This is an optimization exercise on Yosys and OpenROAD, whose aim is small area, not a production implementation.
In this exercise RTL edits were held to simulation tests only and were not proved equivalent to the original.
Power figures rest on the tool's default switching activity, not on a simulated workload.

==> design.v <==
module sync_reset (
    input   wire    i_clk,
    input   wire    i_res_n,
    output  wire    o_res_n
);
    reg r_ff1;
    reg r_ff2;
    always @(posedge i_clk or negedge i_res_n) begin
        if (~i_res_n) begin
            r_ff1 <= 1'b0;
            r_ff2 <= 1'b0;
        end else begin
            r_ff1 <= 1'b1;
            r_ff2 <= r_ff1;
        end
    end
    assign o_res_n = r_ff2;
endmodule
module uart_rx (
    input           i_clk,
    input           i_rst_n,
    input           i_uart_mosi,
    output  [7:0]   o_data,
    output          o_dataen
    );
    parameter   DIV_WID = 10;        
    parameter   DIV_CNT = 10'd520;   
    reg     [2:0]   mosi_ff;         
    wire            start;           
    wire            fin;             
    reg             busy;
    reg     [DIV_WID-1:0]   div;     
    reg     [3:0]   bitCnt;          
    wire            dt_latch;        
    reg     [9:0]   sp;              
    reg     [7:0]   data;            
    reg             dataen;          
    reg             chk_trg;         
    always @(posedge i_clk or negedge i_rst_n) begin
        if (~i_rst_n)
            mosi_ff <= 3'b111;
        else
            mosi_ff <= { mosi_ff[1:0], i_uart_mosi };
    end
    assign start = (mosi_ff[2:1] == 2'b10) & (busy == 1'b0) ? 1'b1 : 1'b0;
    assign fin = (bitCnt == 4'd9) & (dt_latch) ? 1'b1 : 1'b0;
    always @(posedge i_clk or negedge i_rst_n) begin
        if (~i_rst_n)
            busy <= 1'b0;
        else if (start)
            busy <= 1'b1;
        else if (fin)
            busy <= 1'b0;
    end
    always @(posedge i_clk or negedge i_rst_n) begin
        if (~i_rst_n)
            div <= {DIV_WID{1'b0}};
        else if (start)
            div <= { 1'b0, DIV_CNT[DIV_WID-1:1] };   
        else if (busy) begin
            if (div == {DIV_WID{1'b0}}) begin
                div <= DIV_CNT;
            end else begin
                div <= div - {{(DIV_WID-1){1'b0}},1'b1};
            end
        end else begin
            div <= {DIV_WID{1'b0}};
        end
    end
    always @(posedge i_clk or negedge i_rst_n) begin
        if (~i_rst_n) begin
            bitCnt <= 0;
        end else if (start) begin
            bitCnt <= 0;
        end else if (dt_latch) begin
            bitCnt <= bitCnt + 4'd1;
        end
    end
    assign dt_latch = (busy) & (div == {DIV_WID{1'b0}}) ? 1'b1 : 1'b0;
    always @(posedge i_clk or negedge i_rst_n) begin
        if (~i_rst_n) begin
            sp <= 10'h3FF;
        end else if (dt_latch) begin
            sp <= { mosi_ff[2], sp[9:1] };  
        end
    end
     always @(posedge i_clk or negedge i_rst_n) begin
        if (~i_rst_n) begin
            chk_trg <= 1'b0;
        end else begin
            chk_trg <= fin;
        end
    end
    always @(posedge i_clk or negedge i_rst_n) begin
        if (~i_rst_n) begin
            data <= 8'h00;
            dataen <= 1'b0;
        end else if (chk_trg & ~sp[0] & sp[9]) begin
            data <= sp[8:1];
            dataen <= 1'b1;
        end else begin
            dataen <= 1'b0;
        end
    end
    assign o_data = data;
    assign o_dataen = dataen;
endmodule
module uart_tx (
    input           i_clk,
    input           i_rst_n,
    input   [7:0]   i_data,
    input           i_txen,
    output          o_uart_miso,
    output          o_txempty
    );
    parameter   DIV_WID = 10;        
    parameter   DIV_CNT = 10'd520;   
    reg     [9:0]       data;        
    reg                 txempty;
    reg                 miso;
    reg     [DIV_WID-1:0]   div;
    wire                start;
    wire                fin;
    wire                dt_txpls;
    reg     [3:0]       bitCnt;
    assign start = (txempty & i_txen);
    assign fin  = (bitCnt == 4'd10 & div == {DIV_WID{1'b0}});
    assign dt_txpls = (~txempty & div == DIV_CNT);
    always @(posedge i_clk or negedge i_rst_n) begin
        if (~i_rst_n)
            div <= {DIV_WID{1'b0}};
        else if (start)
            div <= DIV_CNT;
        else if (~txempty) begin
            if (div == {DIV_WID{1'b0}})
                div <= DIV_CNT;
            else
                div <= div - {{(DIV_WID-1){1'b0}},1'b1};
        end else
            div <= {DIV_WID{1'b0}};
    end
    always @(posedge i_clk or negedge i_rst_n) begin
        if (~i_rst_n)
            txempty <= 1'b1;
        else if (start)
            txempty <= 1'b0;
        else if (fin)
            txempty <= 1'b1;
    end
    always @(posedge i_clk or negedge i_rst_n) begin
        if (~i_rst_n)
            data <= 10'b1_00000000_0;
        else if (start)
            data <= { 1'b1, i_data[7:0], 1'b0 };
        else if (dt_txpls)
            data <= { 1'd0, data[9:1] };
    end
    always @(posedge i_clk or negedge i_rst_n) begin
        if (~i_rst_n)
            bitCnt <= 4'd0;
        else if (start)
            bitCnt <= 4'd0;
        else if (dt_txpls)
            bitCnt <= bitCnt + 4'd1;
    end
    always @(posedge i_clk or negedge i_rst_n) begin
        if (~i_rst_n)
            miso <= 1'b1;
        else if (dt_txpls) begin
            miso <= data[0];     
        end
    end
    assign o_uart_miso = miso;
    assign o_txempty = txempty;
endmodule
module uart2reg_if (
    input           i_clk,
    input           i_rst_n,
    input   [15:0]  i_rdata,
    input           i_uart_mosi,
    output  [15:0]  o_rwaddr,
    output  [15:0]  o_wdata,
    output          o_wen,
    output          o_uart_miso
    );
    wire    [ 7:0]  uart_rx_data;
    wire    [ 7:0]  uart_tx_data;
    wire            dataen;
    reg             ReadByteCmp;
    reg     [ 3:0]  readByteCnt;
    reg     [ 3:0]  writeByteCnt;
    reg     [47:0]  uartReadBuf;
    reg     [47:0]  uartWriteBuf;
    reg     [15:0]  rwaddr;
    reg     [15:0]  wdata;
    reg             wen;
    reg             uart_tx_ready;
    reg     [ 3:0]  read_trg;        
    wire            uartTxDataLatch_pls;
    wire            uartTxStart_pls;
    reg             uartTxBusy;
    reg             uartTxen;
    wire            tx_empty;
    always @(posedge i_clk or negedge i_rst_n) begin
        if (~i_rst_n)
            readByteCnt <= 4'd0;
        else if (dataen)
            readByteCnt <= readByteCnt + 4'd1;
        else if (ReadByteCmp)
            readByteCnt <= 4'd0;
    end
    always @(posedge i_clk or negedge i_rst_n) begin
        if (~i_rst_n) begin
            uartReadBuf <= 48'd0;
            ReadByteCmp <= 0;
        end else if (dataen) begin
            if (readByteCnt == 4'd0)
                uartReadBuf[47:40] <= uart_rx_data;
            else if (readByteCnt == 4'd1)
                uartReadBuf[39:32] <= uart_rx_data;
            else if (readByteCnt == 4'd2)
                uartReadBuf[31:24] <= uart_rx_data;
            else if (readByteCnt == 4'd3)
                uartReadBuf[23:16] <= uart_rx_data;
            else if (readByteCnt == 4'd4)
                uartReadBuf[15:8] <= uart_rx_data;
            else if (readByteCnt == 4'd5) begin
                uartReadBuf[7:0] <= uart_rx_data;
                ReadByteCmp <= 1'b1;
            end
        end else begin
            ReadByteCmp <= 1'b0;
        end
    end
    always @(posedge i_clk or negedge i_rst_n) begin
        if (~i_rst_n) begin
            wen <= 1'b0;
            rwaddr <= 16'd0;
            wdata <= 16'd0;
            read_trg <= 4'd0;
        end else if (ReadByteCmp) begin
            if (uartReadBuf[47:40] == 8'h01) begin
                wen <= 1'b1;
                rwaddr <= uartReadBuf[39:24];    
                wdata <= uartReadBuf[23:8];      
                read_trg <= 4'b0001;
            end else if (uartReadBuf[47:40] == 8'h00) begin
                wen <= 1'b0;
                rwaddr <= uartReadBuf[39:24];    
                read_trg <= 4'b0001;
            end
        end else begin
            read_trg <= { read_trg[2:0] , 1'b0 };
        end
    end
    assign uartTxDataLatch_pls = read_trg[2];
    assign uartTxStart_pls = read_trg[3];
    assign o_wen = wen;
    assign o_rwaddr = rwaddr;
    assign o_wdata = wdata;
    always @(posedge i_clk or negedge i_rst_n) begin
        if (~i_rst_n) begin
            writeByteCnt <= 4'd0;
            uartTxBusy <= 1'b0;
            uartTxen <= 1'b0;
        end else if (uartTxStart_pls) begin
            uartTxBusy <= 1'b1;
        end else if (uartTxBusy & tx_empty) begin
            uartTxen <= 1'b1;
        end else if (uartTxen) begin
            writeByteCnt <= writeByteCnt + 4'd1;
            uartTxen <= 1'b0;
            if (writeByteCnt == 4'd5) begin
                writeByteCnt <= 4'd0;
                uartTxBusy <= 1'b0;
            end
        end
    end
    always @(posedge i_clk or negedge i_rst_n) begin
        if (~i_rst_n) begin
            uartWriteBuf <= 48'd0;
        end else if (uartTxDataLatch_pls) begin
            uartWriteBuf[47:40] <= 8'hFF;    
            uartWriteBuf[39:24] <= i_rdata;  
            uartWriteBuf[23:8] <= 16'h0000;  
            uartWriteBuf[7:0] <= 8'h0;       
        end
    end
    assign uart_tx_data =   (writeByteCnt == 4'd0) ? uartWriteBuf[47:40] :
                            (writeByteCnt == 4'd1) ? uartWriteBuf[39:32] :
                            (writeByteCnt == 4'd2) ? uartWriteBuf[31:24] :
                            (writeByteCnt == 4'd3) ? uartWriteBuf[23:16] :
                            (writeByteCnt == 4'd4) ? uartWriteBuf[15:8]  :
                            uartWriteBuf[7:0];
    uart_rx uart_rx_inst (
        .i_clk ( i_clk ),
        .i_rst_n ( i_rst_n ),
        .i_uart_mosi ( i_uart_mosi ),
        .o_data ( uart_rx_data ),
        .o_dataen ( dataen )
    );
    uart_tx uart_tx_inst (
        .i_clk ( i_clk ),
        .i_rst_n ( i_rst_n ),
        .i_data ( uart_tx_data ),
        .i_txen ( uartTxen ),
        .o_uart_miso ( o_uart_miso ),
        .o_txempty ( tx_empty )
    );
endmodule
module reg_map (
    input               i_clk,
    input               i_rst_n,
    input       [15:0]  i_addr,
    input       [15:0]  i_wdata,
    input               i_wen,
    output  reg [15:0]  o_q,
    output  reg [15:0]  o_reg0000,
    output  reg [15:0]  o_reg0002,
    output  reg [15:0]  o_reg0004,
    output  reg [15:0]  o_reg0006,
    output  reg [15:0]  o_reg0008,
    output  reg [15:0]  o_reg000A,
    output  reg [15:0]  o_reg000C,
    output  reg [15:0]  o_reg000E,
    output  reg [15:0]  o_reg0010
    );
    wire        [15:0]  tmp_rdata;
    always @(posedge i_clk or negedge i_rst_n) begin
        if (~i_rst_n)
            o_reg0000 <= 16'h0000;
        else if (decode_0x0000 && i_wen)
            o_reg0000 <= i_wdata[15:0];
    end
    always @(posedge i_clk or negedge i_rst_n) begin
        if (~i_rst_n)
            o_reg0002 <= 16'h0000;
        else if (decode_0x0002 && i_wen)
            o_reg0002 <= i_wdata[15:0];
    end
    always @(posedge i_clk or negedge i_rst_n) begin
        if (~i_rst_n)
            o_reg0004 <= 16'h0000;
        else if (decode_0x0004 && i_wen)
            o_reg0004 <= i_wdata[15:0];
    end
    always @(posedge i_clk or negedge i_rst_n) begin
        if (~i_rst_n)
            o_reg0006 <= 16'h0000;
        else if (decode_0x0006 && i_wen)
            o_reg0006 <= i_wdata[15:0];
    end
    always @(posedge i_clk or negedge i_rst_n) begin
        if (~i_rst_n)
            o_reg0008 <= 16'h0000;
        else if (decode_0x0008 && i_wen)
            o_reg0008 <= i_wdata[15:0];
    end
    always @(posedge i_clk or negedge i_rst_n) begin
        if (~i_rst_n)
            o_reg000A <= 16'h0000;
        else if (decode_0x000A && i_wen)
            o_reg000A <= i_wdata[15:0];
    end
    always @(posedge i_clk or negedge i_rst_n) begin
        if (~i_rst_n)
            o_reg000C <= 16'h0000;
        else if (decode_0x000C && i_wen)
            o_reg000C <= i_wdata[15:0];
    end
    always @(posedge i_clk or negedge i_rst_n) begin
        if (~i_rst_n)
            o_reg000E <= 16'h0000;
        else if (decode_0x000E && i_wen)
            o_reg000E <= i_wdata[15:0];
    end
    always @(posedge i_clk or negedge i_rst_n) begin
        if (~i_rst_n)
            o_reg0010 <= 16'h0000;
        else if (decode_0x0010 && i_wen)
            o_reg0010 <= i_wdata[15:0];
    end
    wire    decode_0x0000 = (i_addr[15:0] == 16'h0000) ? 1'b1 : 1'b0;
    wire    decode_0x0002 = (i_addr[15:0] == 16'h0002) ? 1'b1 : 1'b0;
    wire    decode_0x0004 = (i_addr[15:0] == 16'h0004) ? 1'b1 : 1'b0;
    wire    decode_0x0006 = (i_addr[15:0] == 16'h0006) ? 1'b1 : 1'b0;
    wire    decode_0x0008 = (i_addr[15:0] == 16'h0008) ? 1'b1 : 1'b0;
    wire    decode_0x000A = (i_addr[15:0] == 16'h000A) ? 1'b1 : 1'b0;
    wire    decode_0x000C = (i_addr[15:0] == 16'h000C) ? 1'b1 : 1'b0;
    wire    decode_0x000E = (i_addr[15:0] == 16'h000E) ? 1'b1 : 1'b0;
    wire    decode_0x0010 = (i_addr[15:0] == 16'h0010) ? 1'b1 : 1'b0;
    assign  tmp_rdata[15:0] =   (decode_0x0000) ? o_reg0000 :
                                (decode_0x0002) ? o_reg0002 :
                                (decode_0x0004) ? o_reg0004 :
                                (decode_0x0006) ? o_reg0006 :
                                (decode_0x0008) ? o_reg0008 :
                                (decode_0x000A) ? o_reg000A :
                                (decode_0x000C) ? o_reg000C :
                                (decode_0x000E) ? o_reg000E :
                                (decode_0x0010) ? o_reg0010 :
                                16'd0;
    always @(posedge i_clk or negedge i_rst_n) begin
        if (~i_rst_n) begin
            o_q[15:0] <= 16'h0000;
        end else if (~i_wen) begin
            o_q[15:0] <= tmp_rdata[15:0];
        end
    end
endmodule
module period_counter (
    input   wire            i_clk,
    input   wire            i_res_n,
    input   wire    [23:0]  i_period,
    output  reg     [23:0]  o_cnt
);
    wire    w_top_en = (o_cnt == i_period);
    always @(posedge i_clk or negedge i_res_n) begin
        if (~i_res_n) begin
            o_cnt <= 24'd0;
        end else begin
            if (w_top_en) begin
                o_cnt <= 24'd0;
            end else begin
                o_cnt <= o_cnt + 24'd1;
            end
        end
    end
endmodule
module pg_oneshot (
    input   wire            i_clk,
    input   wire            i_res_n,
    input   wire    [23:0]  i_cnt,
    input   wire    [23:0]  i_st,
    input   wire    [23:0]  i_end,
    output  reg             o_pulse
);
    always @(posedge i_clk or negedge i_res_n) begin
        if (~i_res_n) begin
            o_pulse <= 1'b0;
        end else begin
            if (i_cnt == i_st) begin
                o_pulse <= 1'b1;
            end else if (i_cnt == i_end) begin
                o_pulse <= 1'b0;
            end
        end
    end
endmodule
module led_tikatika (
    input   wire    i_clk,
    input   wire    i_res_n,
    input   wire    i_en,
    output  reg     o_led
);
    reg     [23:0]  r_cnt;
    wire            w_cnt_top = (r_cnt == 24'd4999999);     
    always @(posedge i_clk or negedge i_res_n) begin
        if (~i_res_n) begin
            r_cnt <= 24'd0;
            o_led <= 1'b0;
        end else begin
            if (~i_en) begin
                r_cnt <= 24'd0;
                o_led <= 1'b0;
            end else if (w_cnt_top) begin
                r_cnt <= 24'd0;
                o_led <= ~o_led;
            end else begin
                r_cnt <= r_cnt + 24'd1;
            end
        end
    end
endmodule
module pg_top
(
    input   wire            clk,         
    input   wire            res_n,       
    input   wire            btn_b_n,     
    input   wire            uart_rx,     
    output  wire            uart_tx,     
    output  wire    [2:0]   led_rgb_n,   
    output  wire            pout0,       
    output  wire            pout1,       
    output  wire            pout2,       
    output  wire            pout3        
);
    wire            w_sync_res_n;
    wire    [23:0]  w_period_cnt;
    wire    [15:0]  w_regmap_addr;
    wire    [15:0]  w_regmap_rdata;
    wire    [15:0]  w_regmap_wdata;
    wire            w_regmap_wen;
    wire    [15:0]  w_reg0000;
    wire    [15:0]  w_reg0002;
    wire    [15:0]  w_reg0004;
    wire    [15:0]  w_reg0006;
    wire    [15:0]  w_reg0008;
    wire    [15:0]  w_reg000A;
    wire    [15:0]  w_reg000C;
    wire    [15:0]  w_reg000E;
    wire    [15:0]  w_reg0010;
    sync_reset sync_reset (
        .i_clk          ( clk                   ),
        .i_res_n        ( res_n                 ),
        .o_res_n        ( w_sync_res_n          )
    );
    led_tikatika l_tika (
        .i_clk          ( clk                   ),
        .i_res_n        ( w_sync_res_n          ),
        .i_en           ( 1'b1                  ),
        .o_led          ( led_rgb_n[1]          )
    );
    assign led_rgb_n[0] = 1'b1;
    assign led_rgb_n[2] = 1'b1;
    uart2reg_if uart2reg (
        .i_clk          ( clk                   ),
        .i_rst_n        ( w_sync_res_n          ),
        .i_rdata        ( w_regmap_rdata[15:0]  ),
        .i_uart_mosi    ( uart_rx               ),
        .o_rwaddr       ( w_regmap_addr[15:0]   ),
        .o_wdata        ( w_regmap_wdata[15:0]  ),
        .o_wen          ( w_regmap_wen          ),
        .o_uart_miso    ( uart_tx               )
    );
    reg_map reg_map (
        .i_clk          ( clk                   ),
        .i_rst_n        ( w_sync_res_n          ),
        .i_addr         ( w_regmap_addr[15:0]   ),
        .i_wdata        ( w_regmap_wdata[15:0]  ),
        .i_wen          ( w_regmap_wen          ),
        .o_q            ( w_regmap_rdata[15:0]  ),
        .o_reg0000      ( w_reg0000[15:0]       ),
        .o_reg0002      ( w_reg0002[15:0]       ),
        .o_reg0004      ( w_reg0004[15:0]       ),
        .o_reg0006      ( w_reg0006[15:0]       ),
        .o_reg0008      ( w_reg0008[15:0]       ),
        .o_reg000A      ( w_reg000A[15:0]       ),
        .o_reg000C      ( w_reg000C[15:0]       ),
        .o_reg000E      ( w_reg000E[15:0]       ),
        .o_reg0010      ( w_reg0010[15:0]       )
    );
    period_counter period_counter (
        .i_clk          ( clk                   ),
        .i_res_n        ( w_sync_res_n          ),
        .i_period       ( {8'd0, w_reg0000[15:0]} ),
        .o_cnt          ( w_period_cnt[23:0]    )
    );
    pg_oneshot pgo0 (
        .i_clk          ( clk                   ),
        .i_res_n        ( w_sync_res_n          ),
        .i_cnt          ( w_period_cnt[23:0]    ),
        .i_st           ( {8'd0, w_reg0002[15:0]} ),
        .i_end          ( {8'd0, w_reg0004[15:0]} ),
        .o_pulse        ( pout0                 )
    );
    pg_oneshot pgo1 (
        .i_clk          ( clk                   ),
        .i_res_n        ( w_sync_res_n          ),
        .i_cnt          ( w_period_cnt[23:0]    ),
        .i_st           ( {8'd0, w_reg0006[15:0]} ),
        .i_end          ( {8'd0, w_reg0008[15:0]} ),
        .o_pulse        ( pout1                 )
    );
    pg_oneshot pgo2 (
        .i_clk          ( clk                   ),
        .i_res_n        ( w_sync_res_n          ),
        .i_cnt          ( w_period_cnt[23:0]    ),
        .i_st           ( {8'd0, w_reg000A[15:0]} ),
        .i_end          ( {8'd0, w_reg000C[15:0]} ),
        .o_pulse        ( pout2                 )
    );
    pg_oneshot pgo3 (
        .i_clk          ( clk                   ),
        .i_res_n        ( w_sync_res_n          ),
        .i_cnt          ( w_period_cnt[23:0]    ),
        .i_st           ( {8'd0, w_reg000E[15:0]} ),
        .i_end          ( {8'd0, w_reg0010[15:0]} ),
        .o_pulse        ( pout3                 )
    );
endmodule
==> run.sh <==
#!/bin/bash
# synth_recipe.tcl (not shown) runs the flow's synth.tcl, then flattens the netlist and writes it again
# the make line also repeats each setting of config.mk as NAME=value (left out here)
make -C /OpenROAD-flow-scripts/flow DESIGN_CONFIG=/design/flow/config.mk WORK_HOME=/design/flow/orfs CLKGATE_MAP_FILE= SYNTH_SCRIPT=/design/flow/synth_recipe.tcl finish
==> config.mk <==
export PLATFORM = sky130hd
export DESIGN_NAME = pg_top
export DESIGN_NICKNAME = pg_top
export VERILOG_FILES = /design/flow/design.v
export SDC_FILE = /design/flow/constraint.sdc
export NUM_CORES = 4
export LEC_CHECK = 0
export CAP_MARGIN = 20
export CORE_MARGIN = 2
export CORE_UTILIZATION = 40
export SLEW_MARGIN = 20
==> constraint.sdc <==
create_clock -name core_clock -period 10.0 [get_ports {clk}]
set_input_delay 2.0000 -clock core_clock [delete_from_list [all_inputs] [get_ports {clk}]]
set_output_delay 2.0000 -clock core_clock [all_outputs]
set_load 0.01 [all_outputs]
==> insert_results.sql <==
INSERT INTO impl_metrics (metric_group, metric, value, unit) VALUES
('finish', 'share_of_layout_cells_above_drive_strength_1', '22.9', '%'),
('cts', 'post_cts.resized_instances', '0', ''),
('floorplan', 'floorplan.die.width', '219', 'µm'),
('detailed_routing', 'detail_route.wl_per_cell', '20.4', 'µm'),
('detailed_routing', 'vias', '12200', ''),
('grt', 'globalRoute.totalOverflow', '0', ''),
('detailed_routing', 'dr.pass1.iters', '5', ''),
('timing', 'max_freq', '277', 'MHz'),
('cts', 'cts-htree-levels', '2', ''),
('finish', 'finalNetCount', '1590', ''),
('cts', 'clk_pin_slew_worst_paths', '0.06', 'ns'),
('setup_path', 'crit_family', 'buffers and inverters', ''),
('finish', 'layout.filler_cells', '4187', ''),
('finish', 'n_antenna_cell', '0', ''),
('timing', 'fin_crit', '3.62', 'ns'),
('timing', 'headroom_to_the_max_slew_limit', '26.9', '%'),
('timing', 'final_max_slew_viol_count', '0', ''),
('detailed_routing', 'remaining_drc_errors', '0', ''),
('setup_path', 'required', '8.00', 'ns'),
('cts', 'clk-insertion-delay-late', '0.57', 'ns'),
('detailed_routing', 'routed.top_layer', 'met4', ''),
('grt', 'first_pass_grt_wire_length', '72200', 'µm'),
('finish', 'multiInputGateArea', '8300', 'µm²'),
('grt', 'grtUsageTotal', '19.4', '%'),
('cts', 'cts_max_path_buffers', '3', ''),
('hold_path', 'hp-class', 'flop to asynchronous set/reset pin', ''),
('synth', 'ys_seq_area_share', '52.3', '%'),
('run', 'max_cap_viol_count', '0', ''),
('synth', 'netlist_instances', '1585', ''),
('finish', 'register_area', '9630', 'µm²'),
('power_and_ir_drop', 'p_seq_share', '48.6', '%'),
('setup_path', 'startpoint_class_of_the_critical_path', 'flop', ''),
('detailed_routing', 'route.final.wire_length', '45000', 'µm'),
('power_and_ir_drop', 'peakVddDrop', '0.144', 'mV'),
('detailed_routing', 'ant_nets', '0', ''),
('floorplan', 'die_h', '219', 'µm'),
('synth', 'synth-edff-count', '0', ''),
('cts', 'number_of_buffers_added_by_the_clock_tree_synthesis_step', '44', ''),
('finish', 'layout-area-overhead-vs-synth', '11.4', '%'),
('timing', 'timing_worst_slew_pin_value', '1.10', 'ns'),
('detailed_routing', 'drt_iter0_drc', '763', ''),
('setup_path', 'r2r_setup_slack', '6.57', 'ns'),
('grt', 'grt_pass1_vias', '12500', ''),
('placement', 'detailed_place_hpwl', '29800', 'µm'),
('grt', 'antenna_found_initial', '2', ''),
('power_and_ir_drop', 'power.combinational.fraction', '2.9', '%'),
('status', 'status', 'timing/DRC/antenna clean', ''),
('power_and_ir_drop', 'power_switching', '0.731', 'mW'),
('power_and_ir_drop', 'power.leakage', '10.2', 'nW'),
('timing', 'fin_crit_sh', '36.2', '%'),
('cts', 'tritoncts_clock_tree', 'built', ''),
('floorplan', 'overall_die_area', '47800', 'µm²'),
('setup_path', 'path_class', 'flop to output pin', ''),
('power_and_ir_drop', 'clock_power_share', '48.5', '%'),
('placement', 'place.detailed.instances', '2126', ''),
('grt', 'grt_max_degree', '165', ''),
('setup_path', 'critical_path_buf_inv_count', '1', ''),
('power_and_ir_drop', 'power-per-cell-area', '162', 'nW/µm²'),
('synth', 'synth.avg_cell_area', '11.6', 'µm²'),
('floorplan', 'number_of_top_level_pins', '12', ''),
('placement', 'port-buffer-count', '8', ''),
('setup_path', 'timing.rr.end', 'reg_map.o_q[5]', ''),
('timing', 'setup_repair_after_global_routing_missed_its_margin', 'false', ''),
('placement', 'gp_routability_congestion', '0.868', ''),
('timing', 'finalHoldViolCount', '0', ''),
('timing', 'setup-tns-final', '0', 'ns'),
('finish', 'instances_no_fill', '2206', ''),
('floorplan', 'placeableCoreArea', '45400', 'µm²'),
('setup_path', 'worstReg2RegStart', 'uart2reg.rwaddr[14]', ''),
('detailed_routing', 'routed-wl-met2', '20300', 'µm'),
('timing', 'finalSetupViolations', '0', '');
-- per-stage QoR --
stage	worst slack (ns)	util, %	total power [mW]	area [µm²]
4_1_cts	6.34	45.2	3.38	20500
3_5_place_dp	6.54	42.0	1.75	19100
3_3_place_gp	6.62	42.0	1.74	19000
5_1_grt	6.31	45.2	3.46	20500
2_1_floorplan	3.75	-	1.72	18400
6_report	6.38	45.2	3.33	20500
-- cell type report --
cell class	instances	share of cell area, %
flip-flops and latches	384	47.0
inverters	23	0.421
clock buffers	68	6.35
well taps	600	3.66
clock inverters	11	0.695
repair buffers	34	1.46
multi-input cells	1086	40.5
-- power groups by stage --
stage / Combinational (mW) / Sequential (mW) / Clock [mW]
final: 0.0964 / 1.62 / 1.61
after global routing: 0.117 / 1.62 / 1.72
after CTS: 0.101 / 1.62 / 1.66
after detailed placement: 0.100 / 1.65 / 0
after global placement: 0.0970 / 1.64 / 0
after floorplan: 0.0586 / 1.66 / 0
-- kinds of logic (layout without fill, tap and decap cells) --
| group | Yosys count | after routing | share of synthesized area [%] |
|---|---|---|---|
| compound gates | 186 | 186 | 6.71 |
| mux | 260 | 260 | 15.7 |
| fa+ha+maj | 13 | 13 | 0.883 |
| other cells | 1 | 3 | 0.0204 |
| buf+inv | 117 | 136 | 2.72 |
| simple gates | 424 | 424 | 12.1 |
| xor+xnor | 200 | 200 | 9.51 |
| flops | 384 | 384 | 52.3 |
-- worst register-to-register path, delay by kind of cell, from the launching register on --
family,cells,cell delay [ns]
buf+inv,1,0.32
simple gates,2,1.49
compound gates,3,1.20
flops,1,0.38
-- placed cells by master (no fill, tap or decap), types with 26 or more instances in the layout --
cell type	count
sky130_fd_sc_hd__dfrtp_1	366
sky130_fd_sc_hd__mux2_2	232
sky130_fd_sc_hd__nand2_1	132
sky130_fd_sc_hd__xor2_1	131
sky130_fd_sc_hd__xnor2_1	69
sky130_fd_sc_hd__nor2_1	64
sky130_fd_sc_hd__clkbuf_16	45
sky130_fd_sc_hd__nand3_1	44
sky130_fd_sc_hd__o21ai_0	39
sky130_fd_sc_hd__a21oi_1	38
sky130_fd_sc_hd__nor4_1	33
sky130_fd_sc_hd__nor3_1	26
sky130_fd_sc_hd__mux2i_1	26
-- how the worst max path moves through the flow --
stage	slack, ns	to
final	6.38	uart_tx
after global routing	6.31	uart_tx
after CTS	6.34	uart_tx
after detailed placement	6.54	reg_map.o_q[12]
after global placement	6.62	reg_map.o_q[5]
after floorplan	3.75	l_tika.o_led
-- registers in the layout, summed over array words and instances, names as in the netlist, 17 cells and up --
name                   count
l_tika.r_cnt              24
period_counter.o_cnt      24
uart2reg.uartReadBuf      40
uart2reg.uartWriteBuf     17
-- per-layer routing --
| layer | up-vias | global-route usage (%) |
|---|---|---|
| li1 | 5574 | - |
| met2 | 292 | 30.0 |
| met1 | 6235 | 27.8 |
| met5 | - | 0 |
| met3 | 74 | 3.54 |
| met4 | 0 | 5.69 |
-- cells in the mapped netlist (8+ instances only) --
cell type	instances	area [µm²]
sky130_fd_sc_hd__a21oi_1	38	190
sky130_fd_sc_hd__o21a_1	10	75.1
sky130_fd_sc_hd__nor2b_1	8	50.1
sky130_fd_sc_hd__or3_1	13	81.3
sky130_fd_sc_hd__nor2_1	64	240
sky130_fd_sc_hd__nor3_1	27	135
sky130_fd_sc_hd__o2bb2ai_1	9	78.8
sky130_fd_sc_hd__nor4_1	34	213
sky130_fd_sc_hd__xor2_1	131	1150
sky130_fd_sc_hd__mux2_2	232	2610
sky130_fd_sc_hd__mux2i_1	26	260
sky130_fd_sc_hd__o22ai_1	23	144
sky130_fd_sc_hd__clkbuf_1	41	154
sky130_fd_sc_hd__dfstp_2	16	420
sky130_fd_sc_hd__ha_1	13	163
sky130_fd_sc_hd__o31ai_1	10	75.1
sky130_fd_sc_hd__inv_1	22	82.6
sky130_fd_sc_hd__a221o_1	9	90.1
sky130_fd_sc_hd__nand4_1	19	119
sky130_fd_sc_hd__dfrtp_1	368	9210
sky130_fd_sc_hd__and4_1	10	87.6
sky130_fd_sc_hd__xnor2_1	69	604
sky130_fd_sc_hd__o21ai_0	39	195
sky130_fd_sc_hd__nand2_1	132	495
sky130_fd_sc_hd__nand3_1	44	220
sky130_fd_sc_hd__buf_4	8	60.1
sky130_fd_sc_hd__buf_1	35	131
sky130_fd_sc_hd__and3_1	17	106
sky130_fd_sc_hd__a21o_1	10	75.1

==> afterwards: timing with drivers on the ports <==
How much do the figures lean on ideal ports? The routed layout below was timed once more, with nothing changed but the port constraints. Step 1, drivers: a clkbuf_16 drives clk and a buf_2 each remaining input, both assumed. Step 2 times the ports against the registers' clock, not the clock port: input delays grow and output delays shrink by t, the midpoint of the rising clock arrivals with the driver on. Slacks: ideal / step 1 / step 2; pairs: ideal / step 1.
t, ns: 0.613
setup WS [ns]: 6.384 / 6.331 / 6.568
latest minus earliest clock arrival (ns): 0.023 / 0.022
slew at the worst register clock pin (ns): 0.06 / 0.06
pins driven straight from the clock port: 1
After both steps this run still meets setup and hold. The setup slack of this run moves by -0.053 ns with the drivers and by +0.184 ns with both steps.
